From an optimization exercise on the open Yosys and OpenROAD flow, aimed at small area and a short achievable clock period; shortcuts taken in it are not production practice. At most, simulation tests tie the RTL to the original design; equivalence was not proved. Only the layout flow was run in run 8; the RTL was not checked for function there. Power is estimated from default activity; no workload was simulated.

==> flow/design.v <==
module JTAG_AOI222(a0, b0, a1, b1, a2, b2, y);
	input  a0, b0, a1, b1, a2, b2;
	output y;
	assign y = ~((a0 & b0) | (a1 & b1) | (a2 & b2));
endmodule
module JTAG_WriteMux(we, keep, w, q, d);
	input  we, keep;
	input  [31:0] w, q;
	output [31:0] d;
	assign d = ({32{we}} & w) | ({32{keep}} & q);
endmodule
module JTAG_ReadBit(sel, r, sh, wsh, hold, w, d);
	input  [14:0] sel;
	input  [14:0] r;
	input  sh, wsh, hold, w;
	output d;
	wire [5:0] y;
	JTAG_AOI222 u0(.a0(sel[0]),  .b0(r[0]),  .a1(sel[1]),  .b1(r[1]),  .a2(sel[2]),  .b2(r[2]),  .y(y[0]));
	JTAG_AOI222 u1(.a0(sel[3]),  .b0(r[3]),  .a1(sel[4]),  .b1(r[4]),  .a2(sel[5]),  .b2(r[5]),  .y(y[1]));
	JTAG_AOI222 u2(.a0(sel[6]),  .b0(r[6]),  .a1(sel[7]),  .b1(r[7]),  .a2(sel[8]),  .b2(r[8]),  .y(y[2]));
	JTAG_AOI222 u3(.a0(sel[9]),  .b0(r[9]),  .a1(sel[10]), .b1(r[10]), .a2(sel[11]), .b2(r[11]), .y(y[3]));
	JTAG_AOI222 u4(.a0(sel[12]), .b0(r[12]), .a1(sel[13]), .b1(r[13]), .a2(sel[14]), .b2(r[14]), .y(y[4]));
	assign y[5] = ~((sh & wsh) | (hold & w));
	assign d = ~(&y);
endmodule
module JTAG_Interface(
	iCLK,
	iRST,
	iTCK,
	iTDI,
	iIR_IN,
	iSTATE_CDR,
	iSTATE_SDR,
	iSTATE_UDR,
	iREAD_0,
	iREAD_1,
	iREAD_2,
	iREAD_3,
	iREAD_4,
	iREAD_5,
	iREAD_6,
	iREAD_7,
	iREAD_8,
	iREAD_9,
	iREAD_A,
	iREAD_B,
	iREAD_C,
	iREAD_D,
	iREAD_E,
	oTDO,
	oWRITE_0,
	oWRITE_1,
	oWRITE_2,
	oWRITE_3,
	oWRITE_4,
	oWRITE_5,
	oWRITE_6,
	oWRITE_7,
	oWRITE_8,
	oWRITE_9,
	oWRITE_A,
	oWRITE_B,
	oWRITE_C,
	oWRITE_D,
	oWRITE_E
);
input wire	iCLK;
input wire	iRST;
input wire	iTCK;
input wire	iTDI;
input wire	[8:0] iIR_IN;
input wire	iSTATE_CDR;
input wire	iSTATE_SDR;
input wire	iSTATE_UDR;
input wire	[31:0] iREAD_0;
input wire	[31:0] iREAD_1;
input wire	[31:0] iREAD_2;
input wire	[31:0] iREAD_3;
input wire	[31:0] iREAD_4;
input wire	[31:0] iREAD_5;
input wire	[31:0] iREAD_6;
input wire	[31:0] iREAD_7;
input wire	[31:0] iREAD_8;
input wire	[31:0] iREAD_9;
input wire	[31:0] iREAD_A;
input wire	[31:0] iREAD_B;
input wire	[31:0] iREAD_C;
input wire	[31:0] iREAD_D;
input wire	[31:0] iREAD_E;
output wire	oTDO;
output wire	[31:0] oWRITE_0;
output wire	[31:0] oWRITE_1;
output wire	[31:0] oWRITE_2;
output wire	[31:0] oWRITE_3;
output wire	[31:0] oWRITE_4;
output wire	[31:0] oWRITE_5;
output wire	[31:0] oWRITE_6;
output wire	[31:0] oWRITE_7;
output wire	[31:0] oWRITE_8;
output wire	[31:0] oWRITE_9;
output wire	[31:0] oWRITE_A;
output wire	[31:0] oWRITE_B;
output wire	[31:0] oWRITE_C;
output wire	[31:0] oWRITE_D;
output wire	[31:0] oWRITE_E;
reg t1, t2, t3, t4;
reg c1, s1, u1;
reg d1, d2;
reg ev, cap, shf, upd;
reg tdo;
reg [31:0] W;
reg [479:0] wr;
wire rise = t3 & ~t4;
always @(posedge iCLK) begin
	if (iRST) begin
		t1 <= 1'b0; t2 <= 1'b0; t3 <= 1'b0; t4 <= 1'b0;
		c1 <= 1'b0; s1 <= 1'b0; u1 <= 1'b0;
		d1 <= 1'b0; d2 <= 1'b0;
		ev <= 1'b0; cap <= 1'b0; shf <= 1'b0; upd <= 1'b0;
		tdo <= 1'b0;
	end else begin
		t1 <= iTCK; t2 <= t1; t3 <= t2; t4 <= t3;
		c1 <= iSTATE_CDR; s1 <= iSTATE_SDR; u1 <= iSTATE_UDR;
		d1 <= iTDI; d2 <= d1;
		ev  <= rise;
		cap <= rise & c1;
		shf <= rise & ~c1 & s1;
		upd <= rise & ~c1 & ~s1 & u1;
		if (ev) tdo <= W[0];
	end
end
assign oTDO = tdo;
wire [479:0] rd = {iREAD_E, iREAD_D, iREAD_C, iREAD_B, iREAD_A, iREAD_9, iREAD_8, iREAD_7, iREAD_6, iREAD_5, iREAD_4, iREAD_3, iREAD_2, iREAD_1, iREAD_0};
wire nrst = ~iRST;
wire hold = nrst & ~cap & ~shf;
wire shift = nrst & shf;
wire [31:0] Wsh = {d2, W[31:1]};
wire [14:0] rsel;
genvar n, b;
generate for (n = 0; n < 15; n = n + 1) begin : g_rsel
	assign rsel[n] = nrst & cap & (iIR_IN[3:0] == n);
end endgenerate
wire [31:0] Wd;
generate for (b = 0; b < 32; b = b + 1) begin : g_wd
	wire [14:0] rb;
	for (n = 0; n < 15; n = n + 1) begin : g_rb
		assign rb[n] = rd[32*n + b];
	end
	JTAG_ReadBit u_bit(.sel(rsel), .r(rb), .sh(shift), .wsh(Wsh[b]), .hold(hold), .w(W[b]), .d(Wd[b]));
end endgenerate
always @(posedge iCLK) W <= Wd;
genvar m;
generate for (m = 0; m < 15; m = m + 1) begin : g_wr
	wire sel = upd & (iIR_IN[7:4] == m);
	wire we = nrst & sel;
	wire keep = nrst & ~sel;
	wire [31:0] nxt;
	JTAG_WriteMux u_mux(.we(we), .keep(keep), .w(W), .q(wr[32*m +: 32]), .d(nxt));
	always @(posedge iCLK) wr[32*m +: 32] <= nxt;
end endgenerate
assign oWRITE_0 = wr[31:0];
assign oWRITE_1 = wr[63:32];
assign oWRITE_2 = wr[95:64];
assign oWRITE_3 = wr[127:96];
assign oWRITE_4 = wr[159:128];
assign oWRITE_5 = wr[191:160];
assign oWRITE_6 = wr[223:192];
assign oWRITE_7 = wr[255:224];
assign oWRITE_8 = wr[287:256];
assign oWRITE_9 = wr[319:288];
assign oWRITE_A = wr[351:320];
assign oWRITE_B = wr[383:352];
assign oWRITE_C = wr[415:384];
assign oWRITE_D = wr[447:416];
assign oWRITE_E = wr[479:448];
endmodule
==> flow/flow/run.sh <==
#!/bin/bash
# The standard ORFS layout, with the port buffers made of the smallest
# buffer (sky130_fd_sc_hd__buf_1); repair_design resizes them where needed.
set -euo pipefail
bash standard.sh "BUFFER_PORTS_ARGS=-buffer_cell sky130_fd_sc_hd__buf_1" finish > standard_make.log 2>&1
==> flow/standard.sh <==
#!/bin/bash
# synth_recipe.tcl (not shown) runs the flow's synth.tcl, then flattens the netlist and writes it again
# the make line also repeats each setting of config.mk as NAME=value (left out here)
make -C /OpenROAD-flow-scripts/flow DESIGN_CONFIG=/design/flow/config.mk WORK_HOME=/design/flow/orfs CLKGATE_MAP_FILE= SYNTH_SCRIPT=/design/flow/synth_recipe.tcl "${@:-finish}"
==> flow/config.mk <==
export PLATFORM = sky130hd
export DESIGN_NAME = JTAG_Interface
export DESIGN_NICKNAME = JTAG_Interface
export VERILOG_FILES = /design/flow/design.v
export SDC_FILE = /design/flow/constraint.sdc
export NUM_CORES = 4
export LEC_CHECK = 0
export CAP_MARGIN = 20
export CORE_AREA = 10 10 350 350
export DIE_AREA = 0 0 360 360
export SLEW_MARGIN = 20
export SYNTH_HIERARCHICAL = 1
export SYNTH_MINIMUM_KEEP_SIZE = 0
==> flow/constraint.sdc <==
create_clock -name core_clock -period 5.0 [get_ports {iCLK}]
set_input_delay 1.0000 -clock core_clock [delete_from_list [all_inputs] [get_ports {iCLK}]]
set_output_delay 1.0000 -clock core_clock [all_outputs]
set_load 0.01 [all_outputs]
==> results of run 1 <==
==> registers in the layout, indices dropped and copies added (netlist names) <==
signal / flops
wr: 480
t2: 1
cap: 1
c1: 1
d1: 1
t4: 1
t3: 1
W: 32
tdo: 1
upd: 1
u1: 1
t1: 1
s1: 1
ev: 1
d2: 1
shf: 1
==> per-module statistics from Yosys, one instance, submodules excluded <==
module	flops+latches	cell area [um2]	times used	cells inside
JTAG_ReadBit	0	23.77	32	4
JTAG_AOI222	0	10.01	160	1
JTAG_WriteMux	0	350.3	15	38
JTAG_Interface	526	11030	1	615
==> per-stage QoR <==
stage                     total power (uW)  hold WS (ps)  instances
after floorplan                       4399         389.7       1473
after global placement                4629         422.2       3918
after detailed placement              4634         428.3       3918
after CTS                             8981         442.9       4023
after global routing                  9171         455.3       4028
final                                 8903         435.7       4034
==> routing by layer <==
metal	part of all wire, %	routed length [um]	global-route usage, %
met1	38	46510	20.76
met2	50	61130	31.46
met3	8.7	10640	3.982
met4	3.7	4497	6.305
met5	0.028	35	0
==> kinds of logic (layout without fill, tap and decap cells) <==
kind of cell | Yosys count | after routing | synth area share (%)
compound gates | 687 | 687 | 33.26
buf+inv | 96 | 1137 | 5.562
flops | 526 | 526 | 56.47
mux | 1 | 1 | 0.05368
other cells | 0 | 8 | 0
simple gates | 163 | 163 | 4.656
==> synthesized netlist by cell type, types with 2 or more instances <==
| cell | n |
|---|---|
| dfxtp_1 | 526 |
| a22o_1 | 482 |
| a222oi_1 | 160 |
| buf_6 | 90 |
| nand2_1 | 34 |
| nand3_1 | 32 |
| or3_1 | 32 |
| a22o_2 | 30 |
| nor2_1 | 24 |
| a21oi_1 | 12 |
| nor2b_1 | 12 |
| nor3_1 | 9 |
| nand2b_1 | 4 |
| nand4bb_1 | 4 |
| a31oi_1 | 3 |
| clkbuf_1 | 3 |
| and3b_1 | 2 |
| nand4b_1 | 2 |
| nor3b_1 | 2 |
| or4b_1 | 2 |
==> power breakdown <==
part	internal (uW)	switching, uW
clock network	2530	1830
logic	115	222
registers	4190	12.1
==> cell type report <==
cell class	instances	area, um2
sequential	526	10550
antenna	8	20.02
clock inverter	28	326.6
inverter	1	3.754
clock buffer	77	1612
multi-input combinational	851	7478
fill	12610	88470
timing repair buffer	1031	4154
tap	1512	1892
==> critical path: cells and delay by family <==
family / cells / cell delay (ps)
compound gates: 1 / 790
simple gates: 4 / 1190
buf+inv: 2 / 560
==> path summary, 6_finish.rpt <==
path	end	slack, ps	depth (start not counted)
setup / recovery	W[20]	1920	7
hold / removal	t2	440	1
setup reg to reg	W[15]	2260	6
hold reg to reg	t2	440	1
==> results.py, run 1 <==
metrics = {
    "grt": {
        "antenna_found_initial": 30,
        "grt_max_degree": 33,
        "overflow": 0,
        "grt_pass1_vias": 19400,
        "grt_use_total_pct": 17.73,
        "grt_pass1_wl_mm": 164.0,
    },
    "drt": {
        "drc_errors": 0,
        "vias": 19470,
        "drt_wl_total_mm": 122.8,
        "drt_iter0_markers": 2511,
        "routed_via_density": 4.826,
        "wire_per_inst_um": 30.44,
        "first_pass_iters": 10,
        "ant_nets": 0,
    },
    "sta": {
        "fin_ws_ps": 1922,
        "min_period_over_period_pct": 61.57,
        "hold_violations": 0,
        "relSlewSlack_pct": 21.40,
        "tightest_slew_ps": 1179,
        "period_needed_ps": 3078,
        "setup_viol": 0,
        "drv_slew": 0,
        "clock_skew_ps": 41.48,
        "fmax_mhz": 324.9,
        "setup-tns-final_ps": 0,
        "grt_setup_unrepaired": "false",
    },
    "clock_tree": {
        "clkLatencyLatePin_ps": 650,
        "ctsResizeCount": 0,
        "htree_num_levels": 2,
        "hold_buffers": 0,
        "post-cts-setup-buffers": 0,
        "path_clk_slew_ps": 60,
        "root_buffer": "clkbuf_16",
        "cts_tree": "done",
        "cts_num_sinks": 526,
        "numCtsBuffers": 56,
        "clk_path_buf_depth": 3,
    },
    "synth": {
        "post_synth_num_cell_types": 28,
        "synth.avg_cell_area_um2": 12.66,
        "synthTopCellsByArea": "dfxtp_1, a22o_1, a222oi_1, buf_6, a22o_2",
        "netlist_instances": 1473,
        "yosysSeqAreaShare_pct": 56.47,
        "yosysTopAreaCellShare_pct": 56.47,
        "ys_async_sr_fraction_pct": 0,
        "yosys.area.top_type": "dfxtp_1",
        "synth-edff-count": 0,
        "ys_ff_latch": 526,
        "synth_area_um2": 18650,
        "syn-num-nets": 1969,
        "yosysWarnings": 7,
        "synth_ff_type": "dfxtp_1",
    },
    "critical_path": {
        "cp.arrival_ps": 3570,
        "critical_path.max_fanout": 18,
        "worstPathRequired_ps": 5490,
        "crit_slowest_cell": "a222oi_1",
        "crit_type": "in2reg",
        "crit_chain": "clkbuf_2 -> nand4bb_1 -> nor2_4 -> buf_4 -> a222oi_1 -> nand3_1 -> or3_1",
        "timing.rr.start": "cap",
        "end_kind": "flop",
        "crit_path_start_kind": "input port",
        "crit_path_max_incr_delay_ps": 790,
        "startpoint": "iRST",
    },
    "final_layout": {
        "drive_gt1_share_pct": 9.706,
        "finalInstanceArea_um2": 26030,
        "layout-area-overhead-vs-synth_pct": 39.61,
        "final_util_pct": 22.74,
        "layout_common_cells": "buf_1, dfxtp_1, a22o_1",
        "layout.nets": 2963,
        "final_common_cell": "buf_1",
    },
    "place": {
        "port_buffers": 975,
        "dpl_cell_area_um2": 23990,
        "dp_hpwl_mm": 94.77,
        "gp_congestion": 0.8736,
        "place_ws_ps": 1332,
    },
    "min_path": {
        "min_from": "t1",
        "hp-class": "reg2reg",
    },
    "power": {
        "ir_worst_vdd_mv": 0.2281,
        "p_leak_uw": 0.009304,
        "power_density_nw_per_um2": 342.0,
    },
    "die": {
        "die_w_um": 360,
        "pin_count": 977,
        "die_area_um2": 129600,
        "start_util_pct": 16.29,
        "rows": 124,
        "coreArea_um2": 114500,
        "die-height_um": 360,
    },
    "run": {
        "cap_violations": 0,
    },
    "run_status": {
        "status": "no timing/DRC/antenna violations",
    },
}
==> run 2: changes to the inputs <==
==> flow/flow/run.sh (replaced) <==
#!/bin/bash
# The standard ORFS layout, with the port buffers made of the smallest
# buffer (sky130_fd_sc_hd__buf_1; repair_design resizes them where needed)
# and the pins placed by flow/pins.tcl (each bit slice's pins together).
set -euo pipefail
here=$(cd "$(dirname "$0")" && pwd)
bash standard.sh "BUFFER_PORTS_ARGS=-buffer_cell sky130_fd_sc_hd__buf_1" \
  "PRE_IO_PLACEMENT_TCL=$here/pins.tcl" finish > standard_make.log 2>&1
==> flow/flow/pins.tcl (new file) <==
# Pin placement: each bit slice's fifteen write outputs and fifteen read
# inputs sit together on the die edge, slices in bit order around the die
# (bottom, right, top, left), control pins in the middle of the left edge.
# Die 360 x 360 um. Pins are two routing tracks apart.
set die 360.0
set hex {0 1 2 3 4 5 6 7 8 9 A B C D E}
proc put {name edge t} {
  global die
  if {$edge eq "bottom" || $edge eq "top"} {
    set x [expr {0.23 + 0.46 * $t}]
    set y [expr {$edge eq "bottom" ? 0.24 : $die - 0.24}]
    place_pin -pin_name $name -layer met2 -location [list $x $y] -pin_size {0.14 0.48}
  } else {
    set y [expr {0.34 + 0.68 * $t}]
    set x [expr {$edge eq "left" ? 0.4 : $die - 0.4}]
    place_pin -pin_name $name -layer met3 -location [list $x $y] -pin_size {0.8 0.3}
  }
}
proc slice_pins {b} {
  global hex
  set l {}
  foreach h $hex { lappend l "oWRITE_${h}\[$b\]" }
  foreach h $hex { lappend l "iREAD_${h}\[$b\]" }
  return $l
}
proc put_slice {b edge t0 dir} {
  set j 0
  foreach n [slice_pins $b] {
    put $n $edge [expr {$t0 + $dir * 2 * $j}]
    incr j
  }
}
set b 0
# bottom: 10 slices, left to right, 32 um apart
for {set k 0} {$k < 10} {incr k} {
  put_slice $b bottom [expr {int((20 + 32 * $k) / 0.46)}] 1; incr b
}
# right: 6 slices, bottom to top, 52 um apart
for {set k 0} {$k < 6} {incr k} {
  put_slice $b right [expr {int((25 + 52 * $k) / 0.68)}] 1; incr b
}
# top: 10 slices, right to left
for {set k 0} {$k < 10} {incr k} {
  put_slice $b top [expr {int((340 - 32 * $k) / 0.46)}] -1; incr b
}
# left: 6 slices, top to bottom, around the control pins
foreach y1 {335 288 241 147 100 53} {
  put_slice $b left [expr {int($y1 / 0.68)}] -1; incr b
}
set ctrl {iTDI oTDO iTCK iSTATE_CDR iSTATE_SDR iSTATE_UDR iRST iCLK}
for {set i 0} {$i < 9} {incr i} { lappend ctrl "iIR_IN\[$i\]" }
set j 0
foreach n $ctrl {
  put $n left [expr {int(160 / 0.68) + 2 * $j}]
  incr j
}
--- a/flow/config.mk
+++ b/flow/config.mk
@@ -10,2 +10,3 @@
 export DIE_AREA = 0 0 360 360
+export SETUP_SLACK_MARGIN = 2.6
 export SLEW_MARGIN = 20
==> run 2 against run 1 <==
Effect of this change: the flow now stops in I/O pin placement; area after synthesis did not move; synthesized cell count did not move.
==> results.py, run 2 <==
metrics = {
    "synth": {
        "synth.avg_cell_area_um2": 12.66,
        "yosysSeqAreaShare_pct": 56.47,
        "synth-edff-count": 0,
        "synth.most_common_cell": "dfxtp_1",
        "yosysTopAreaCellShare_pct": 56.47,
        "synthTopCellsByArea": "dfxtp_1, a22o_1, a222oi_1, buf_6, a22o_2",
        "yosysWarnings": 7,
        "synth_ff_type": "dfxtp_1",
        "yosys.area.top_type": "dfxtp_1",
        "ys_async_sr_fraction_pct": 0,
        "netlist_instances": 1473,
        "post_synth_num_cell_types": 28,
        "ys_ff_latch": 526,
        "syn-num-nets": 1969,
        "synth_area_um2": 18650,
        "synth.cells.most_frequent": "dfxtp_1, a22o_1, a222oi_1",
    },
    "die": {
        "rows": 124,
        "start_util_pct": 16.29,
        "die-height_um": 360,
        "die_w_um": 360,
    },
    "run_status": {
        "status": "aborted with a tool error",
        "lastStage": "I/O pin placement",
        "stop_error": "Error: io_placement.tcl, 21 can't read \"hex\": no such variable",
    },
}
[run 2: cells by family after synthesis]
logic type / synth area share [%]
AOI/OAI and AO/OA: 33.26
DFF: 56.47
and+or+nand+nor: 4.656
buffers and inverters: 5.562
muxes: 0.05368
[run 2: Yosys stat by module, one instance, submodules excluded]
module,cell area (um2),copies in the design
JTAG_Interface,11030,1
JTAG_WriteMux,350.3,15
JTAG_ReadBit,23.77,32
JTAG_AOI222,10.01,160
==> run 3: changes to the inputs <==
--- a/flow/flow/pins.tcl
+++ b/flow/flow/pins.tcl
@@ -4,6 +4,6 @@
 # Die 360 x 360 um. Pins are two routing tracks apart.
-set die 360.0
-set hex {0 1 2 3 4 5 6 7 8 9 A B C D E}
+set ::die 360.0
+set ::hex {0 1 2 3 4 5 6 7 8 9 A B C D E}
 proc put {name edge t} {
-  global die
+  set die $::die
   if {$edge eq "bottom" || $edge eq "top"} {
@@ -19,3 +19,3 @@
 proc slice_pins {b} {
-  global hex
+  set hex $::hex
   set l {}
==> run 3 against run 2 <==
Effect of this change: now clean on timing, DRC and antenna; synthesized cell count unchanged; area after synthesis unchanged.
==> results.py, run 3 <==
metrics = {
    "run_status": {
        "status": "no timing/DRC/antenna violations",
    },
    "critical_path": {
        "cp.arrival_ps": 2960,
        "end_kind": "flop",
        "critical_path.max_fanout": 32,
        "crit_path_start_kind": "input port",
        "crit_type": "in2reg",
        "worstPathRequired_ps": 5550,
    },
    "final_layout": {
        "layout.nets": 2987,
        "drive_gt1_share_pct": 10.18,
        "finalInstanceArea_um2": 26480,
        "reg_top3": "wr (480), W (32)",
        "largest_register_ff_count": 480,
        "antenna_cells": 0,
        "layout_common_cells": "buf_1, dfxtp_1, a22o_1",
        "top_register": "wr",
        "final_common_cell": "buf_1",
        "layout-area-overhead-vs-synth_pct": 42.00,
    },
    "die": {
        "die_w_um": 360,
        "die_area_um2": 129600,
        "coreArea_um2": 114500,
        "start_util_pct": 16.29,
        "rows": 124,
        "pin_count": 0,
        "die-height_um": 360,
    },
    "synth": {
        "ys_async_sr_fraction_pct": 0,
        "synthTopCellsByArea": "dfxtp_1, a22o_1, a222oi_1, buf_6, a22o_2",
        "netlist_instances": 1473,
        "yosysWarnings": 7,
        "yosysSeqAreaShare_pct": 56.47,
        "synth_area_um2": 18650,
        "ys_ff_latch": 526,
        "yosys.area.top_type": "dfxtp_1",
        "synth_ff_type": "dfxtp_1",
        "synth.most_common_cell": "dfxtp_1",
        "synth.avg_cell_area_um2": 12.66,
        "syn-num-nets": 1969,
        "yosysTopAreaCellShare_pct": 56.47,
        "synth.cells.most_frequent": "dfxtp_1, a22o_1, a222oi_1",
        "post_synth_num_cell_types": 28,
        "synth-edff-count": 0,
    },
    "drt": {
        "routed_via_density": 4.996,
        "drt_wl_total_mm": 114.3,
        "vias": 20220,
        "drt_iter0_markers": 3647,
        "ant_nets": 0,
        "wire_per_inst_um": 28.24,
        "first_pass_iters": 7,
        "drc_errors": 0,
    },
    "grt": {
        "grt_pass1_vias": 19430,
        "antenna_found_initial": 2,
        "grt_max_degree": 33,
        "overflow": 0,
        "grt_use_total_pct": 15.98,
        "grt_pass1_wl_mm": 149.4,
    },
    "sta": {
        "min_period_over_period_pct": 48.17,
        "period_needed_ps": 2408,
        "tightest_slew_ps": 985.4,
        "grt_setup_unrepaired": "false",
        "fmax_mhz": 415.2,
        "drv_slew": 0,
        "clock_skew_ps": 25.65,
        "setup-tns-final_ps": 0,
        "setup_viol": 0,
        "relSlewSlack_pct": 34.31,
        "hold_violations": 0,
    },
    "min_path": {
        "hp-class": "reg2reg",
    },
    "clock_tree": {
        "clk_path_buf_depth": 3,
        "cts_num_sinks": 526,
        "clkLatencyLatePin_ps": 630,
        "path_clk_slew_ps": 60,
        "hold_buffers": 0,
        "numCtsBuffers": 56,
        "cts_tree": "done",
        "htree_num_levels": 2,
        "root_buffer": "clkbuf_16",
    },
    "power": {
        "ir_worst_vdd_mv": 0.2346,
        "power_density_nw_per_um2": 330.1,
        "p_leak_uw": 0.009498,
    },
    "place": {
        "gp_congestion": 0.7284,
        "dpl_cell_area_um2": 24150,
        "port_buffers": 975,
        "dp_hpwl_mm": 71.66,
    },
    "run": {
        "cap_violations": 0,
    },
}
run 3: cell counts after synthesis:
No cell type changed its count.
run 3: worst paths after layout:
check / startpoint / end / slack [ps] / cells after the start
max reg2reg: cap / W[11] / 2620 / 6
min: s1 / upd / 430 / 1
min reg2reg: s1 / upd / 430 / 1
max: iRST / W[11] / 2590 / 7
run 3: per-stage QoR:
| step | total power (uW) | setup slack (ps) | utilization [%] | hold slack, ps | instances |
|---|---|---|---|---|---|
| 2_1_floorplan | 4400 | 2315 | - | 389.7 | 1473 |
| 3_3_place_gp | 4638 | 1336 | 21.04 | 404.5 | 3918 |
| 3_5_place_dp | 4651 | 1293 | 21.09 | 410.9 | 3920 |
| 4_1_cts | 8768 | 2519 | 22.98 | 419.7 | 4041 |
| 5_1_grt | 8964 | 2602 | 23.13 | 426.4 | 4046 |
| 6_report | 8741 | 2592 | 23.13 | 428.6 | 4046 |
run 3: timing repair:
item | in CTS | in global routing
endpoints found under the setup margin | 512 | 317
buffers inserted | 20 | 4
resized for setup | 36 | 26
pin swaps | 14 | 5
gates cloned | 0 | 1
run 3: cells by family after synthesis:
family	after synthesis	share of synthesized area, %
compound gates	687	33.26
flops	526	56.47
simple gates	163	4.656
buf+inv	96	5.562
mux	1	0.05368
run 3: routing by layer:
layer | vias to the layer above | routed length [um] | global-route usage, %
met5 | - | 0 | 0
met4 | 0 | 6864 | 8.921
met3 | 336 | 15840 | 6.656
met2 | 1764 | 49980 | 24.29
met1 | 9889 | 41570 | 18.91
li1 | 8226 | - | -
run 3: final cells by class:
class	instances	area [um2]
clock inverter	17	156.4
inverter	1	3.754
fill	12420	88020
multi-input combinational	851	7595
sequential	526	10530
timing repair buffer	1055	4666
tap	1512	1892
clock buffer	84	1638
run 3: per-module statistics from Yosys, one instance, submodules excluded:
module / cells / copies in the design
JTAG_WriteMux: 38 / 15
JTAG_Interface: 615 / 1
JTAG_ReadBit: 4 / 32
JTAG_AOI222: 1 / 160
run 3: worst max-delay path, stage by stage:
cell and delay [ps]:
clkbuf_4 200, or4b_4 590, nor3_4 210, buf_8 450, a222oi_1 210, nand2_1 110
or3_1 100
run 3: power by group:
group,leakage [uW],internal (uW),switching [uW]
logic,0.00438,128,259
clock network,0.000886,2360,1790
registers,0.00424,4190,8.55
==> run 4: changes to the inputs <==
--- a/flow/config.mk
+++ b/flow/config.mk
@@ -10,3 +10,3 @@
 export DIE_AREA = 0 0 360 360
-export SETUP_SLACK_MARGIN = 2.6
+export SETUP_SLACK_MARGIN = 3.0
 export SLEW_MARGIN = 20
==> run 4 against run 3 <==
Effect of this change: sequential share of layout area is 6.4 points lower; via count increased by 7.2%; sequential cell count unchanged; worst setup slack improved by 160 ps; clock power up 8.2%; critical path depth is 2 higher; largest power group is now clock; die area is the same; maximum frequency up 7.3%; area after synthesis is the same; first-iteration DRC count grew 16%.
==> results.py, run 4 <==
metrics = {
    "run_status": {
        "status": "no timing/DRC/antenna violations",
    },
    "critical_path": {
        "crit_path_max_incr_delay_ps": 550,
        "cp_num_buf_inv": 6,
        "critPathTopFamily": "buffers and inverters",
        "crit_path_start_kind": "input port",
        "end_kind": "flop",
        "crit_chain": "clkbuf_16 -> buf_12 -> buf_16 -> or4b_4 -> buf_6 -> nor2_4 -> buf_12 -> clkbuf_16 -> a22o_1",
        "cp.arrival_ps": 2800,
        "crit_slowest_cell": "or4b_4",
        "critical_path.max_fanout": 8,
        "worstPathRequired_ps": 5560,
        "crit_type": "in2reg",
    },
    "synth": {
        "synth.most_common_cell": "dfxtp_1",
        "synth-edff-count": 0,
        "synth_ff_type": "dfxtp_1",
        "yosysTopAreaCellShare_pct": 56.47,
        "ys_ff_latch": 526,
        "ys_async_sr_fraction_pct": 0,
        "synth.cells.most_frequent": "dfxtp_1, a22o_1, a222oi_1",
        "netlist_instances": 1473,
        "post_synth_num_cell_types": 28,
        "syn-num-nets": 1969,
        "yosysWarnings": 7,
        "yosys.area.top_type": "dfxtp_1",
        "synthTopCellsByArea": "dfxtp_1, a22o_1, a222oi_1, buf_6, a22o_2",
        "synth.avg_cell_area_um2": 12.66,
        "yosysSeqAreaShare_pct": 56.47,
        "synth_area_um2": 18650,
    },
    "sta": {
        "setup-tns-final_ps": 0,
        "fmax_mhz": 445.3,
        "setup_viol": 0,
        "relSlewSlack_pct": 38.43,
        "min_period_over_period_pct": 44.91,
        "period_needed_ps": 2245,
        "fin_ws_ps": 2755,
        "grt_setup_unrepaired": "true",
        "clock_skew_ps": 18.89,
        "timing.hold.ws_ps": 440.1,
        "tightest_slew_ps": 923.5,
        "hold_violations": 0,
        "drv_slew": 0,
    },
    "clock_tree": {
        "clk_path_buf_depth": 3,
        "clkLatencyLatePin_ps": 640,
        "hold_buffers": 0,
        "cts_tree": "done",
        "root_buffer": "clkbuf_16",
        "numCtsBuffers": 55,
        "cts_num_sinks": 526,
        "path_clk_slew_ps": 60,
        "htree_num_levels": 2,
    },
    "power": {
        "ir_worst_vdd_mv": 0.2058,
        "p_leak_uw": 0.01363,
        "power_density_nw_per_um2": 273.1,
    },
    "grt": {
        "grt_use_total_pct": 17.80,
        "overflow": 0,
        "grt_pass1_wl_mm": 165.7,
        "antenna_found_initial": 9,
        "grt_pass1_vias": 21540,
        "grt_max_degree": 33,
    },
    "final_layout": {
        "post_layout_nonfiller_instances": 4242,
        "largest_register_ff_count": 480,
        "layout-area-overhead-vs-synth_pct": 78.73,
        "drive_gt1_share_pct": 52.51,
        "regArea_um2": 11140,
        "multi_input_area_um2": 7722,
        "layout_common_cells": "buf_6, buf_1, a22o_1",
        "fillerInstances": 11520,
        "final_common_cell": "buf_6",
        "top_register": "wr",
        "layout.nets": 3179,
        "reg_top3": "wr (480), W (32)",
    },
    "place": {
        "gp_congestion": 0.7224,
        "port_buffers": 975,
        "dp_hpwl_mm": 69.47,
        "dpl.cell_count": 3915,
        "place_ws_ps": 1269,
    },
    "die": {
        "die_w_um": 360,
        "die-height_um": 360,
        "die_area_um2": 129600,
        "start_util_pct": 16.29,
        "coreArea_um2": 114500,
        "pin_count": 0,
        "rows": 124,
    },
    "drt": {
        "routed_via_density": 5.109,
        "wire_per_inst_um": 31.29,
        "vias": 21670,
        "drt_iter0_markers": 4214,
        "ant_nets": 0,
        "drt_wl_total_mm": 132.7,
        "drc_errors": 0,
        "first_pass_iters": 8,
    },
    "min_path": {
        "hp-class": "reg2reg",
    },
    "run": {
        "cap_violations": 0,
    },
}
## run 4: final timing paths
| path | slack [ps] | cells after the start | to | from |
|---|---|---|---|---|
| min reg2reg | 440 | 1 | t3 | t2 |
| min | 440 | 1 | t3 | t2 |
| max reg2reg | 2870 | 8 | W[28] | cap |
| max | 2750 | 9 | wr[277] | iRST |
## run 4: worst register-to-register path, cell delays in order (launching register included)
cell	delay, ps
dfxtp_4	340
buf_4	170
nand4b_1	140
buf_4	140
nor2_4	80
buf_16	210
a222oi_1	460
nand3_1	150
or3_1	320
## run 4: cell type report
class                   instances  area share, %
flip-flops and latches        526          33.41
repair buffers               1248          31.81
multi-input cells             851          23.17
well taps                    1512          5.676
clock buffers                  79          4.944
clock inverters                24         0.9685
inverters                       1        0.01126
diodes                          1       0.007508
## run 4: metal layers
metal / share of wire [%] / global-route usage (%)
met5: 0.17 / 0
met4: 6.1 / 9.688
met3: 14 / 7.978
met2: 44 / 27.72
met1: 35 / 20.26
## run 4: power by group
| group | switching, uW | internal [uW] | total, uW |
|---|---|---|---|
| combinational | 272 | 142 | 414 |
| clock | 1840 | 2650 | 4490 |
| sequential | 8.77 | 4190 | 4200 |
| total | 2120 | 6980 | 9100 |
## run 4: logic make-up after synthesis
logic type,after synthesis,share of synthesized area (%)
DFF,526,56.47
muxes,1,0.05368
AOI/OAI and AO/OA,687,33.26
and+or+nand+nor,163,4.656
buffers and inverters,96,5.562
## run 4: per-stage QoR
step	utilization (%)	total power [uW]	area, um2
6_report	29.11	9101	33330
3_5_place_dp	21.09	4647	24150
5_1_grt	29.11	9327	33330
2_1_floorplan	-	4409	18920
3_3_place_gp	21.09	4638	24150
4_1_cts	28.37	9104	32480
## run 4: what timing repair did
item	4_1_cts	5_1_grt
resized for setup	1640	47
buffers inserted	151	48
endpoints found under the setup margin	993	913
cloned	12	12
pin swaps	83	61
## run 4: Yosys stat by module (local to each module, per instance)
| module | times used | flip-flops and latches |
|---|---|---|
| JTAG_Interface | 1 | 526 |
| JTAG_WriteMux | 15 | 0 |
| JTAG_AOI222 | 160 | 0 |
| JTAG_ReadBit | 32 | 0 |
==> run 5: changes to the inputs <==
--- a/flow/config.mk
+++ b/flow/config.mk
@@ -9,4 +9,6 @@
 export CORE_AREA = 10 10 350 350
+export CTS_CLUSTER_DIAMETER = 80
+export CTS_CLUSTER_SIZE = 30
 export DIE_AREA = 0 0 360 360
-export SETUP_SLACK_MARGIN = 3.0
+export SETUP_SLACK_MARGIN = 2.8
 export SLEW_MARGIN = 20
==> run 5 against run 4 <==
Effect of this change: still clean on timing, DRC and antenna; first-iteration DRC count shrank 12%; cell count shrank 6.0%; design area shrank 20%; global-route usage shrank 2.0 points; total power shrank 19%; synthesized cell count is the same; non-clock buffer count shrank 196; sequential share of layout area grew 6.8 points; clock power shrank 37%; clock skew grew 6.0 ps; critical path type unchanged; largest cell class unchanged; largest power group is now registers.
==> results.py, run 5 <==
metrics = {
    "sta": {
        "timing.hold.ws_ps": 429.6,
        "tightest_slew_ps": 900.0,
        "min_period_over_period_pct": 44.96,
        "fmax_mhz": 444.8,
        "relSlewSlack_pct": 40.00,
        "setup-tns-final_ps": 0,
        "hold_violations": 0,
        "grt_setup_unrepaired": "false",
        "drv_slew": 0,
        "clock_skew_ps": 24.91,
        "setup_viol": 0,
        "period_needed_ps": 2248,
    },
    "clock_tree": {
        "htree_num_levels": 1,
        "clk_path_buf_depth": 3,
        "clkLatencyLatePin_ps": 650,
        "root_buffer": "clkbuf_16",
        "cts_num_sinks": 526,
        "path_clk_slew_ps": 110,
        "cts_tree": "done",
        "numCtsBuffers": 26,
    },
    "synth": {
        "synth_ff_type": "dfxtp_1",
        "synth.avg_cell_area_um2": 12.66,
        "yosys.area.top_type": "dfxtp_1",
        "yosysTopAreaCellShare_pct": 56.47,
        "ys_async_sr_fraction_pct": 0,
        "ys_ff_latch": 526,
        "synth.most_common_cell": "dfxtp_1",
        "synth.cells.most_frequent": "dfxtp_1, a22o_1, a222oi_1",
        "yosysWarnings": 7,
        "netlist_instances": 1473,
        "yosysSeqAreaShare_pct": 56.47,
        "synth_area_um2": 18650,
        "post_synth_num_cell_types": 28,
        "synthTopCellsByArea": "dfxtp_1, a22o_1, a222oi_1, buf_6, a22o_2",
        "syn-num-nets": 1969,
        "synth-edff-count": 0,
    },
    "final_layout": {
        "layout.nets": 2954,
        "regArea_um2": 10680,
        "layout-area-overhead-vs-synth_pct": 42.46,
        "reg_top3": "wr (480), W (32)",
        "largest_register_ff_count": 480,
        "antenna_cells": 0,
        "layout_common_cells": "buf_1, a22o_1, dfxtp_1",
        "fillerInstances": 12340,
        "multi_input_area_um2": 7607,
        "drive_gt1_share_pct": 32.35,
        "top_register": "wr",
        "post_layout_nonfiller_instances": 3988,
        "final_common_cell": "buf_1",
    },
    "critical_path": {
        "worstPathRequired_ps": 5600,
        "critical_path.max_fanout": 16,
        "crit_path_max_incr_delay_ps": 640,
        "worst-path-stages": 8,
        "crit_chain": "clkbuf_2 -> or4b_4 -> nor3_4 -> buf_12 -> buf_6 -> a222oi_1 -> nand2_1 -> or3_1",
        "cp.arrival_ps": 2850,
        "crit_path_start_kind": "input port",
        "crit_slowest_cell": "or4b_4",
        "cp_num_buf_inv": 3,
        "crit_type": "in2reg",
        "end_kind": "flop",
        "critPathTopFamily": "simple AND/OR/NAND/NOR gates",
        "ff2ff_path_depth": 7,
    },
    "min_path": {
        "hp-class": "reg2reg",
        "holdPathStages": 1,
    },
    "drt": {
        "drt_wl_total_mm": 114.0,
        "wire_per_inst_um": 28.58,
        "routed_via_density": 5.043,
        "drt_iter0_markers": 3726,
        "first_pass_iters": 9,
        "vias": 20110,
        "ant_nets": 0,
        "drc_errors": 0,
    },
    "die": {
        "die-height_um": 360,
        "start_util_pct": 16.29,
        "die_w_um": 360,
        "coreArea_um2": 114500,
        "die_area_um2": 129600,
        "rows": 124,
        "pin_count": 0,
    },
    "power": {
        "power_density_nw_per_um2": 278.6,
        "p_total_uw": 7402,
        "ir_worst_vdd_mv": 0.2639,
        "p_leak_uw": 0.01118,
    },
    "run": {
        "cap_violations": 0,
    },
    "grt": {
        "grt_use_total_pct": 15.79,
        "grt_max_degree": 33,
        "overflow": 0,
        "grt_pass1_vias": 19000,
        "grt_pass1_wl_mm": 148.1,
        "antenna_found_initial": 0,
    },
    "run_status": {
        "status": "no timing/DRC/antenna violations",
    },
    "place": {
        "gp_congestion": 0.7374,
        "dp_hpwl_mm": 70.75,
        "port_buffers": 975,
        "dpl.cell_count": 3916,
    },
}
## run 5: worst register-to-register path: cells and delay by family, from the launching register on
kind | cells | cell delay [ps]
compound gates | 1 | 220
buf+inv | 2 | 460
flops | 1 | 460
simple gates | 4 | 960
## run 5: repair_timing
action	4_1_cts	5_1_grt
resized for setup	496	192
setup buffers	18	2
pin swaps	15	9
endpoints found under the setup margin	920	463
cloned	2	4
hold buffers	0	0
## run 5: per-layer routing
| metal | global-route usage [%] | part of all wire, % |
|---|---|---|
| met1 | 18.76 | 36 |
| met4 | 7.137 | 5.8 |
| met3 | 6.562 | 14 |
| met5 | 0 | 0 |
| met2 | 24.68 | 44 |
## run 5: final timing paths
path / slack [ps] / end / start
worst max-delay path: 2750 / W[28] / iIR_IN[0]
worst min-delay path: 430 / upd / s1
worst max register to register: 2830 / W[28] / cap
worst min register to register: 430 / upd / s1
## run 5: metrics by stage
| stage | setup WS [ps] | utilization, % | instance area, um2 |
|---|---|---|---|
| detailed placement | 1271 | 21.05 | 24100 |
| finish | 2752 | 23.20 | 26570 |
| floorplan | 2315 | - | 18780 |
| global route | 2791 | 23.20 | 26570 |
| global placement | 1322 | 21.05 | 24100 |
| CTS | 2730 | 22.85 | 26170 |
## run 5: logic make-up after synthesis
family / share of synthesized area [%]
AOI/OAI and AO/OA: 33.26
DFF: 56.47
and+or+nand+nor: 4.656
buffers and inverters: 5.562
muxes: 0.05368
## run 5: layout make-up
type,instances,area share [%]
Tap cell,1512,7.121
Inverter,1,0.01413
Clock inverter,17,0.9890
Timing Repair Buffer,1052,20.43
Multi-Input combinational cell,851,28.63
Sequential cell,526,40.20
Clock buffer,29,2.609
## run 5: power by group
group          internal [uW]  total (uW)  switching, uW
Sequential              4190        4200           8.69
Combinational            125         385            260
Clock                   1220        2820           1590
## run 5: modules after synthesis (local to each module, per instance)
module	flops+latches	area, um2	copies in the design	cells
JTAG_WriteMux	0	350.3	15	38
JTAG_Interface	526	11030	1	615
JTAG_AOI222	0	10.01	160	1
JTAG_ReadBit	0	23.77	32	4
==> run 6: changes to the inputs <==
--- a/flow/config.mk
+++ b/flow/config.mk
@@ -9,4 +9,2 @@
 export CORE_AREA = 10 10 350 350
-export CTS_CLUSTER_DIAMETER = 80
-export CTS_CLUSTER_SIZE = 30
 export DIE_AREA = 0 0 360 360
==> run 6 against run 5 <==
Effect of this change: maximum frequency fell by 1.6%; count of clock-buffer cells in the layout rose by 53; worst hold slack worse by 1.5 ps; synthesized cell count unchanged; via count increased by 0.18%; critical path depth decreased by 1; first-iteration DRC count shrank 1.6%; register-to-register slack hardly changed; clock skew shrank 6.0 ps; cell count up 1.4%; sequential cell count did not move; critical endpoint is now W[10]; largest power group is now clock.
==> results.py, run 6 <==
metrics = {
    "run_status": {
        "status": "no timing/DRC/antenna violations",
    },
    "synth": {
        "synth.most_common_cell": "dfxtp_1",
        "ys_ff_latch": 526,
        "yosysSeqAreaShare_pct": 56.47,
        "yosys.area.top_type": "dfxtp_1",
        "syn-num-nets": 1969,
        "post_synth_num_cell_types": 28,
        "synthTopCellsByArea": "dfxtp_1, a22o_1, a222oi_1, buf_6, a22o_2",
        "yosysWarnings": 7,
        "netlist_instances": 1473,
        "synth_ff_type": "dfxtp_1",
        "synth.avg_cell_area_um2": 12.66,
        "synth-edff-count": 0,
        "ys_async_sr_fraction_pct": 0,
        "synth.cells.most_frequent": "dfxtp_1, a22o_1, a222oi_1",
        "synth_area_um2": 18650,
        "yosysTopAreaCellShare_pct": 56.47,
    },
    "sta": {
        "setup_viol": 0,
        "setup-tns-final_ps": 0,
        "fmax_mhz": 437.9,
        "min_period_over_period_pct": 45.67,
        "grt_setup_unrepaired": "true",
        "hold_violations": 0,
        "relSlewSlack_pct": 39.77,
        "clock_skew_ps": 18.88,
        "tightest_slew_ps": 903.5,
        "period_needed_ps": 2284,
        "drv_slew": 0,
    },
    "clock_tree": {
        "clk_path_buf_depth": 3,
        "root_buffer": "clkbuf_16",
        "clkLatencyLatePin_ps": 640,
        "hold_buffers": 0,
        "htree_num_levels": 2,
        "path_clk_slew_ps": 60,
        "cts_tree": "done",
        "numCtsBuffers": 56,
        "cts_num_sinks": 526,
    },
    "drt": {
        "drt_iter0_markers": 3666,
        "wire_per_inst_um": 28.42,
        "vias": 20150,
        "ant_nets": 0,
        "drc_errors": 0,
        "drt_wl_total_mm": 114.9,
        "first_pass_iters": 9,
        "routed_via_density": 4.981,
    },
    "final_layout": {
        "drive_gt1_share_pct": 27.28,
        "layout-area-overhead-vs-synth_pct": 46.44,
        "antenna_cells": 0,
        "layout_common_cells": "buf_1, dfxtp_1, a22o_1",
        "top_register": "wr",
        "finalInstanceArea_um2": 27310,
        "layout.nets": 2985,
        "final_common_cell": "buf_1",
        "reg_top3": "wr (480), W (32)",
        "largest_register_ff_count": 480,
    },
    "critical_path": {
        "critical_path.max_fanout": 32,
        "ff2ff_path_depth": 6,
        "cp.arrival_ps": 2860,
        "end_kind": "flop",
        "crit_type": "in2reg",
        "crit_path_start_kind": "input port",
        "worstPathRequired_ps": 5580,
    },
    "grt": {
        "grt_max_degree": 33,
        "antenna_found_initial": 0,
        "overflow": 0,
        "grt_use_total_pct": 16.31,
        "grt_pass1_wl_mm": 151.6,
        "grt_pass1_vias": 19510,
    },
    "die": {
        "pin_count": 0,
        "coreArea_um2": 114500,
        "die_w_um": 360,
        "rows": 124,
        "die-height_um": 360,
        "die_area_um2": 129600,
        "start_util_pct": 16.29,
    },
    "run": {
        "cap_violations": 0,
    },
    "place": {
        "dp_hpwl_mm": 70.75,
        "port_buffers": 975,
        "gp_congestion": 0.7374,
        "dpl_cell_area_um2": 24100,
    },
    "power": {
        "ir_worst_vdd_mv": 0.2046,
        "p_leak_uw": 0.01134,
        "power_density_nw_per_um2": 324.5,
    },
    "min_path": {
        "holdPathStages": 1,
        "hp-class": "reg2reg",
    },
}
run 6: cells by family (layout without fill, tap and decap cells):
| family | after synthesis | after routing | synth area share, % |
|---|---|---|---|
| AO/OA/AOI/OAI | 687 | 687 | 33.26 |
| multiplexers | 1 | 1 | 0.05368 |
| buffers and inverters | 96 | 1156 | 5.562 |
| flip-flops | 526 | 526 | 56.47 |
| AND/OR/NAND/NOR | 163 | 163 | 4.656 |
run 6: critical path: stages:
cell and delay (ps):
clkbuf_2 130, or4b_4 630, nor3_4 240, buf_12 340, a222oi_1 200, nand2_1 110
or3_1 110
run 6: modules after synthesis (local to each module, per instance):
module	cells	copies in the design	flip-flops and latches	cell area (um2)
JTAG_AOI222	1	160	0	10.01
JTAG_Interface	615	1	526	11030
JTAG_WriteMux	38	15	0	350.3
JTAG_ReadBit	4	32	0	23.77
run 6: layer usage:
metal  GRT usage [%]  share of wire, %  vias to the layer above
met5               0             0.044                        -
met4           8.388               6.0                        2
met3           7.171                14                      342
met2           25.20                44                     1764
met1           19.00                36                     9807
li1                -                 -                     8234
run 6: per-stage QoR:
step	power, uW	instances	worst slack, ps	hold WS (ps)	utilization, %
2_1_floorplan	4401	1473	2315	389.7	-
3_3_place_gp	4635	3916	1322	405.1	21.05
3_5_place_dp	4643	3916	1271	409.4	21.05
4_1_cts	8891	4044	2782	420.4	23.62
5_1_grt	9098	4045	2787	438.4	23.85
6_report	8863	4045	2716	428.1	23.85
run 6: power breakdown:
group          total [uW]  switching, uW  leakage, uW  internal, uW
registers            4200           8.57      0.00424          4190
logic                 383            257      0.00618           126
clock network        4280           1830     0.000915          2440
run 6: timing repair:
action | CTS | global route
endpoints found under the hold margin | 0 | 0
setup endpoints to repair | 855 | 411
gates cloned | 5 | 0
setup buffers | 21 | 1
pin swaps | 17 | 11
resized for setup | 406 | 127
run 6: final cells by class:
| type | instances | area, um2 |
|---|---|---|
| Timing Repair Buffer | 1053 | 5388 |
| Sequential cell | 526 | 10550 |
| Multi-Input combinational cell | 851 | 7605 |
| Clock inverter | 20 | 222.7 |
| Clock buffer | 82 | 1649 |
| Fill cell | 12270 | 87190 |
| Inverter | 1 | 3.754 |
| Tap cell | 1512 | 1892 |
run 6: worst paths after layout:
| path | from | slack (ps) | endpoint |
|---|---|---|---|
| worst max-delay path | iIR_IN[0] | 2720 | W[10] |
| worst min-delay path | s1 | 430 | upd |
| worst max register to register | cap | 2840 | W[10] |
| worst min register to register | s1 | 430 | upd |
==> run 7: changes to the inputs <==
--- a/flow/config.mk
+++ b/flow/config.mk
@@ -9,2 +9,4 @@
 export CORE_AREA = 10 10 350 350
+export CTS_CLUSTER_DIAMETER = 70
+export CTS_CLUSTER_SIZE = 22
 export DIE_AREA = 0 0 360 360
==> run 7 against run 6 <==
Effect of this change: core utilization down 1.0 points; combinational power about the same; sequential power about the same; synthesized cell count is the same.
==> results.py, run 7 <==
metrics = {
    "run_status": {
        "status": "no timing/DRC/antenna violations",
    },
    "clock_tree": {
        "hold_buffers": 0,
        "numCtsBuffers": 34,
        "htree_num_levels": 2,
        "clk_path_buf_depth": 3,
        "cts_tree": "done",
        "cts_num_sinks": 526,
        "path_clk_slew_ps": 80,
        "root_buffer": "clkbuf_16",
        "clkLatencyLatePin_ps": 600,
    },
    "die": {
        "coreArea_um2": 114500,
        "die_area_um2": 129600,
        "die-height_um": 360,
        "start_util_pct": 16.29,
        "pin_count": 0,
        "rows": 124,
        "die_w_um": 360,
    },
    "synth": {
        "yosysWarnings": 7,
        "synth-edff-count": 0,
        "synth.cells.most_frequent": "dfxtp_1, a22o_1, a222oi_1",
        "synth_ff_type": "dfxtp_1",
        "synth_compound_area_share_pct": 33.26,
        "synth.avg_cell_area_um2": 12.66,
        "netlist_instances": 1473,
        "synth_top_family_by_area": "compound AO/OA/AOI/OAI gates",
        "synth_fa_ha_area_share_pct": 0,
        "synth_area_um2": 18650,
        "yosysTopAreaCellShare_pct": 56.47,
        "synthMuxAreaShare_pct": 0.05368,
        "synth.most_common_cell": "dfxtp_1",
        "synthTopCellsByArea": "dfxtp_1, a22o_1, a222oi_1, buf_6, a22o_2",
        "yosys.area_share.xor_xnor_pct": 0,
        "ys_async_sr_fraction_pct": 0,
        "synth-simple-area-share_pct": 4.656,
        "syn-num-nets": 1969,
        "ys_ff_latch": 526,
        "post_synth_num_cell_types": 28,
        "yosys.area.top_type": "dfxtp_1",
        "yosysSeqAreaShare_pct": 56.47,
    },
    "sta": {
        "clock_skew_ps": 20.35,
        "relSlewSlack_pct": 38.94,
        "tightest_slew_ps": 915.9,
        "setup_viol": 0,
        "period_needed_ps": 2304,
        "grt_setup_unrepaired": "true",
        "hold_violations": 0,
        "fmax_mhz": 434.0,
        "min_period_over_period_pct": 46.08,
        "drv_slew": 0,
        "setup-tns-final_ps": 0,
        "fin_ws_ps": 2696,
    },
    "final_layout": {
        "largest_register_ff_count": 480,
        "post_layout_nonfiller_instances": 3996,
        "drive_gt1_share_pct": 12.00,
        "layout_common_cells": "buf_1, dfxtp_1, a22o_1",
        "fillerInstances": 12360,
        "layout-area-overhead-vs-synth_pct": 40.24,
        "antenna_cells": 0,
        "layout.nets": 2959,
        "final_common_cell": "buf_1",
        "top_register": "wr",
        "reg_top3": "wr (480), W (32)",
        "regArea_um2": 10530,
        "multi_input_area_um2": 7607,
        "final_util_pct": 22.84,
    },
    "place": {
        "dp_hpwl_mm": 70.75,
        "port_buffers": 975,
        "gp_congestion": 0.7374,
        "dpl.cell_count": 3916,
        "place_ws_ps": 1271,
    },
    "critical_path": {
        "worstPathRequired_ps": 5540,
        "cp.arrival_ps": 2840,
        "crit_path_max_incr_delay_ps": 640,
        "end_kind": "flop",
        "crit_slowest_cell": "or4b_4",
        "crit_chain": "clkbuf_2 -> or4b_4 -> nor3_4 -> clkbuf_16 -> a222oi_1 -> nand2_1 -> or3_1",
        "crit_path_start_kind": "input port",
        "critical_path.max_fanout": 32,
        "crit_type": "in2reg",
    },
    "power": {
        "power_density_nw_per_um2": 304.0,
        "ir_worst_vdd_mv": 0.2123,
        "p_leak_uw": 0.009521,
    },
    "grt": {
        "grt_pass1_vias": 19120,
        "grt_pass1_wl_mm": 149.3,
        "overflow": 0,
        "grt_max_degree": 33,
        "grt_use_total_pct": 16.03,
        "antenna_found_initial": 0,
    },
    "drt": {
        "routed_via_density": 5.030,
        "drt_iter0_markers": 3677,
        "ant_nets": 0,
        "drc_errors": 0,
        "first_pass_iters": 7,
        "vias": 20100,
        "wire_per_inst_um": 28.29,
        "drt_wl_total_mm": 113.1,
    },
    "run": {
        "cap_violations": 0,
    },
    "min_path": {
        "hp-class": "reg2reg",
    },
}
## run 7: cell counts after synthesis
Identical to the previous run, type by type.
## run 7: power by group
group | switching [uW] | internal [uW]
clock network | 1610 | 1750
registers | 8.67 | 4190
logic | 257 | 127
## run 7: cell families (layout without fill, tap and decap cells)
| family | count (synthesis) | in the layout |
|---|---|---|
| AO/OA/AOI/OAI | 687 | 687 |
| buffers and inverters | 96 | 1107 |
| flip-flops | 526 | 526 |
| multiplexers | 1 | 1 |
| AND/OR/NAND/NOR | 163 | 163 |
## run 7: path summary, 6_finish.rpt
check                           slack (ps)  cells after the start      start  endpoint
worst max-delay path                  2700                      7  iIR_IN[0]     W[10]
worst min-delay path                   430                      1         s1       upd
worst max register to register        2860                      6        cap     W[10]
worst min register to register         430                      1         s1       upd
## run 7: per-stage QoR
stage | instance area (um2) | hold WS (ps) | power [uW]
finish | 26150 | 427.8 | 7949
global route | 26150 | 442.0 | 8159
CTS | 26010 | 424.2 | 7985
detailed placement | 24100 | 409.4 | 4643
global placement | 24100 | 405.1 | 4635
floorplan | 18780 | 389.7 | 4401
## run 7: repair_timing
item                                    CTS  global route
endpoints found under the setup margin  541           394
pin swaps                                17             8
cloned                                    4             0
buffers inserted                         19             0
gates resized for setup                  95            75
## run 7: Yosys stat by module (local to each module, per instance)
module,times used,area (um2),flops+latches,cells inside
JTAG_AOI222,160,10.01,0,1
JTAG_WriteMux,15,350.3,0,38
JTAG_ReadBit,32,23.77,0,4
JTAG_Interface,1,11030,526,615
## run 7: final cells by class
cell class	count	area share, %
Clock buffer	39	3.607
Clock inverter	18	1.206
Inverter	1	0.01435
Multi-Input combinational cell	851	29.09
Sequential cell	526	40.27
Tap cell	1512	7.234
Timing Repair Buffer	1049	18.58
## run 7: worst max-delay path: cells and delay by family
family	cells	cell delay, ps
AO/OA/AOI/OAI	1	180
AND/OR/NAND/NOR	4	1070
buffers and inverters	2	490
## run 7: metal layers
metal	vias to the layer above	global-route usage, %	wire (um)
met5	-	0	39
met4	2	7.984	6650
met3	326	7.122	16330
met2	1801	24.67	49660
met1	9816	18.81	40380
li1	8156	-	-
==> run 8: changes to the inputs <==
--- a/flow/design.v
+++ b/flow/design.v
@@ -11,6 +11,6 @@
 endmodule
-module JTAG_ReadBit(sel, r, sh, wsh, hold, w, d);
+module JTAG_ReadBit(sel, r, sh, wsh, hold, w, nrst, d);
 	input  [14:0] sel;
 	input  [14:0] r;
-	input  sh, wsh, hold, w;
+	input  sh, wsh, hold, w, nrst;
 	output d;
@@ -23,3 +23,3 @@
 	assign y[5] = ~((sh & wsh) | (hold & w));
-	assign d = ~(&y);
+	assign d = nrst & ~(&y);
 endmodule
@@ -134,4 +134,4 @@
 wire nrst = ~iRST;
-wire hold = nrst & ~cap & ~shf;
-wire shift = nrst & shf;
+wire hold = ~cap & ~shf;
+wire shift = shf;
 wire [31:0] Wsh = {d2, W[31:1]};
@@ -140,3 +140,3 @@
 generate for (n = 0; n < 15; n = n + 1) begin : g_rsel
-	assign rsel[n] = nrst & cap & (iIR_IN[3:0] == n);
+	assign rsel[n] = cap & (iIR_IN[3:0] == n);
 end endgenerate
@@ -148,3 +148,3 @@
 	end
-	JTAG_ReadBit u_bit(.sel(rsel), .r(rb), .sh(shift), .wsh(Wsh[b]), .hold(hold), .w(W[b]), .d(Wd[b]));
+	JTAG_ReadBit u_bit(.sel(rsel), .r(rb), .sh(shift), .wsh(Wsh[b]), .hold(hold), .w(W[b]), .nrst(nrst), .d(Wd[b]));
 end endgenerate
--- a/flow/config.mk
+++ b/flow/config.mk
@@ -9,4 +9,4 @@
 export CORE_AREA = 10 10 350 350
-export CTS_CLUSTER_DIAMETER = 70
-export CTS_CLUSTER_SIZE = 22
+export CTS_CLUSTER_DIAMETER = 80
+export CTS_CLUSTER_SIZE = 30
 export DIE_AREA = 0 0 360 360
==> run 8 against run 7 <==
Effect of this change: still clean on timing, DRC and antenna; area after synthesis up 0.51%; count of clock-buffer cells in the layout decreased by 11; worst setup slack improved by 24 ps; worst hold slack improved by 11 ps; global-route usage decreased by 0.35 points; sequential power barely moved; non-clock buffer count fell by 2.
==> results.py, run 8 <==
metrics = {
    "clock_tree": {
        "clk_path_buf_depth": 3,
        "cts_tree": "done",
        "htree_num_levels": 1,
        "clkLatencyLatePin_ps": 640,
        "cts_num_sinks": 526,
        "numCtsBuffers": 25,
        "root_buffer": "clkbuf_16",
        "path_clk_slew_ps": 110,
    },
    "synth": {
        "ys_async_sr_fraction_pct": 0,
        "synthTopCellsByArea": "dfxtp_1, a22o_1, a222oi_1, buf_6, a22o_2",
        "yosysSeqAreaShare_pct": 56.18,
        "synth-edff-count": 0,
        "synth_area_um2": 18740,
        "synth.most_common_cell": "dfxtp_1",
        "yosysTopAreaCellShare_pct": 56.18,
        "syn-num-nets": 1972,
        "post_synth_num_cell_types": 30,
        "yosysWarnings": 7,
        "netlist_instances": 1476,
        "yosys.area.top_type": "dfxtp_1",
        "synth.cells.most_frequent": "dfxtp_1, a22o_1, a222oi_1",
        "ys_ff_latch": 526,
        "synth_ff_type": "dfxtp_1",
        "synth.avg_cell_area_um2": 12.70,
    },
    "min_path": {
        "hp-class": "reg2reg",
    },
    "power": {
        "p_leak_uw": 0.01068,
        "ir_worst_vdd_mv": 0.2729,
        "power_density_nw_per_um2": 274.2,
    },
    "sta": {
        "relSlewSlack_pct": 34.75,
        "clock_skew_ps": 27.18,
        "fin_ws_ps": 2719,
        "setup_viol": 0,
        "hold_violations": 0,
        "min_period_over_period_pct": 45.61,
        "fmax_mhz": 438.5,
        "period_needed_ps": 2281,
        "grt_setup_unrepaired": "true",
        "drv_slew": 0,
        "setup-tns-final_ps": 0,
        "tightest_slew_ps": 978.8,
    },
    "critical_path": {
        "crit_slowest_cell": "buf_4",
        "crit_path_max_incr_delay_ps": 650,
        "end_kind": "flop",
        "crit_path_start_kind": "input port",
        "critical_path.max_fanout": 32,
        "cp.arrival_ps": 2840,
        "crit_type": "in2reg",
        "crit_chain": "buf_1 -> and3b_1 -> a31oi_4 -> buf_4 -> a22o_1",
        "worstPathRequired_ps": 5560,
    },
    "grt": {
        "grt_pass1_vias": 18940,
        "grt_use_total_pct": 15.68,
        "overflow": 0,
        "grt_pass1_wl_mm": 147.0,
        "grt_max_degree": 34,
        "antenna_found_initial": 1,
    },
    "die": {
        "die-height_um": 360,
        "pin_count": 0,
        "die_w_um": 360,
        "coreArea_um2": 114500,
        "rows": 124,
        "start_util_pct": 16.37,
        "die_area_um2": 129600,
    },
    "final_layout": {
        "drive_gt1_share_pct": 27.44,
        "multi_input_area_um2": 7730,
        "reg_top3": "wr (480), W (32)",
        "fillerInstances": 12390,
        "largest_register_ff_count": 480,
        "layout_common_cells": "buf_1, dfxtp_1, a22o_1",
        "antenna_cells": 0,
        "top_register": "wr",
        "layout-area-overhead-vs-synth_pct": 39.79,
        "regArea_um2": 10590,
        "layout.nets": 2948,
        "post_layout_nonfiller_instances": 3979,
        "final_common_cell": "buf_1",
    },
    "place": {
        "dpl.cell_count": 3919,
        "port_buffers": 975,
        "place_ws_ps": 1187,
        "dp_hpwl_mm": 70.22,
        "gp_congestion": 0.7232,
    },
    "drt": {
        "drt_iter0_markers": 3903,
        "ant_nets": 0,
        "routed_via_density": 5.056,
        "drc_errors": 0,
        "wire_per_inst_um": 28.28,
        "vias": 20120,
        "first_pass_iters": 8,
        "drt_wl_total_mm": 112.5,
    },
    "run": {
        "cap_violations": 0,
    },
    "run_status": {
        "status": "no timing/DRC/antenna violations",
    },
}
run 8: cell count changes after synthesis, sizes merged, moves of 2 or more:
cell	previous run	this run
nor4bb	0	2
nand4bb	4	2
nor4	0	2
nor2	24	19
o31a	0	32
nor4b	1	3
clkbuf	3	7
or3	32	0
run 8: area by class of cell:
cell class | count | share of cell area [%]
multi-input combinational | 850 | 29.50
sequential | 526 | 40.40
timing repair buffer | 1047 | 19.65
clock inverter | 14 | 0.6925
clock buffer | 28 | 2.507
inverter | 2 | 0.02865
tap | 1512 | 7.221
run 8: report_power, final:
| group | total (uW) | internal [uW] | switching, uW |
|---|---|---|---|
| Clock | 2600 | 1060 | 1540 |
| Combinational | 387 | 125 | 262 |
| Sequential | 4200 | 4190 | 8.51 |
| Total | 7180 | 5370 | 1810 |
run 8: cells by family after synthesis:
kind of cell / synth area share [%]
AOI/OAI and AO/OA: 34.59
buffers and inverters: 5.607
DFF: 56.18
muxes: 0.05341
and+or+nand+nor: 3.572
run 8: metal layers:
metal | wire (um) | share of wire (%) | track usage, %
met3 | 15860 | 14 | 6.047
met2 | 48810 | 43 | 24.15
met1 | 40460 | 36 | 18.94
met5 | 11 | 0.0098 | 0.1848
met4 | 7385 | 6.6 | 7.798
run 8: critical path, delay by kind of cell:
| kind | cells | cell delay, ps |
|---|---|---|
| AOI/OAI and AO/OA | 2 | 440 |
| buffers and inverters | 2 | 940 |
| and+or+nand+nor | 1 | 370 |
run 8: path summary, 6_finish.rpt:
kind	startpoint	end	slack [ps]	cells after the start
worst max-delay path	iIR_IN[5]	wr[429]	2720	5
worst min register to register	c1	shf	440	1
worst max register to register	cap	W[5]	2770	6
worst min-delay path	c1	shf	440	1
run 8: metrics by stage:
stage	hold slack (ps)	total power (uW)	area [um2]	utilization [%]
floorplan	389.7	4416	19010	-
global placement	406.4	4645	24240	21.17
detailed placement	414.9	4653	24240	21.17
CTS	434.0	7194	25850	22.58
global route	450.4	7360	26200	22.88
finish	438.6	7184	26200	22.88
run 8: Yosys stat by module, one instance, submodules excluded:
module          copies in the design  cells inside  flip-flops and latches  area, um2
JTAG_WriteMux                     15            38                       0      350.3
JTAG_AOI222                      160             1                       0      10.01
JTAG_ReadBit                      32             4                       0      26.28
JTAG_Interface                     1           618                     526      11050
run 8: what timing repair did:
action,CTS,global route
gates resized for setup,350,210
hold buffers,0,0
endpoints found under the hold margin,0,0
endpoints found under the setup margin,807,495
pin swaps,14,6
setup buffers,17,1

## afterwards: timing with drivers on the ports
The flow's constraints put no driver on any port. The routed layouts listed below were extracted and timed again, unchanged, in two steps.
Step 1 sets driving cells, clkbuf_16 on the clock port and buf_2 on the other inputs (assumed; they add their load-dependent delay and slew).
Step 2 moves the port delays by t, midway between the first and last clock arrival at a register: inputs arrive t later, outputs are due t later. That takes back most of the time a late clock gives input paths.
Three values: ideal ports, drivers, drivers and shift; two values: the first two.
| run | shift t [ns] | setup WS [ns] | worst setup path after step 2 | clock arrival spread, ns |
|---|---|---|---|---|
| run 1 | 0.703 | 1.922 / 1.967 / 1.264 | input to register | 0.042 / 0.042 |
| run 3 | 0.678 | 2.592 / 2.610 / 1.932 | input to register | 0.038 / 0.039 |
| run 4 | 0.682 | 2.755 / 2.760 / 2.078 | input to register | 0.022 / 0.023 |
| run 5 | 0.691 | 2.752 / 2.779 / 2.088 | input to register | 0.029 / 0.028 |
| run 6 | 0.687 | 2.716 / 2.740 / 2.053 | input to register | 0.020 / 0.020 |
| run 7 | 0.635 | 2.696 / 2.723 / 2.088 | input to register | 0.029 / 0.029 |
| run 8 | 0.675 | 2.719 / 2.703 / 2.027 | input to register | 0.031 / 0.031 |
After both steps setup and hold are still met in every run listed. The setup slack of run 8, which loses most, moves by -0.016 ns with the drivers and by -0.692 ns with both steps.
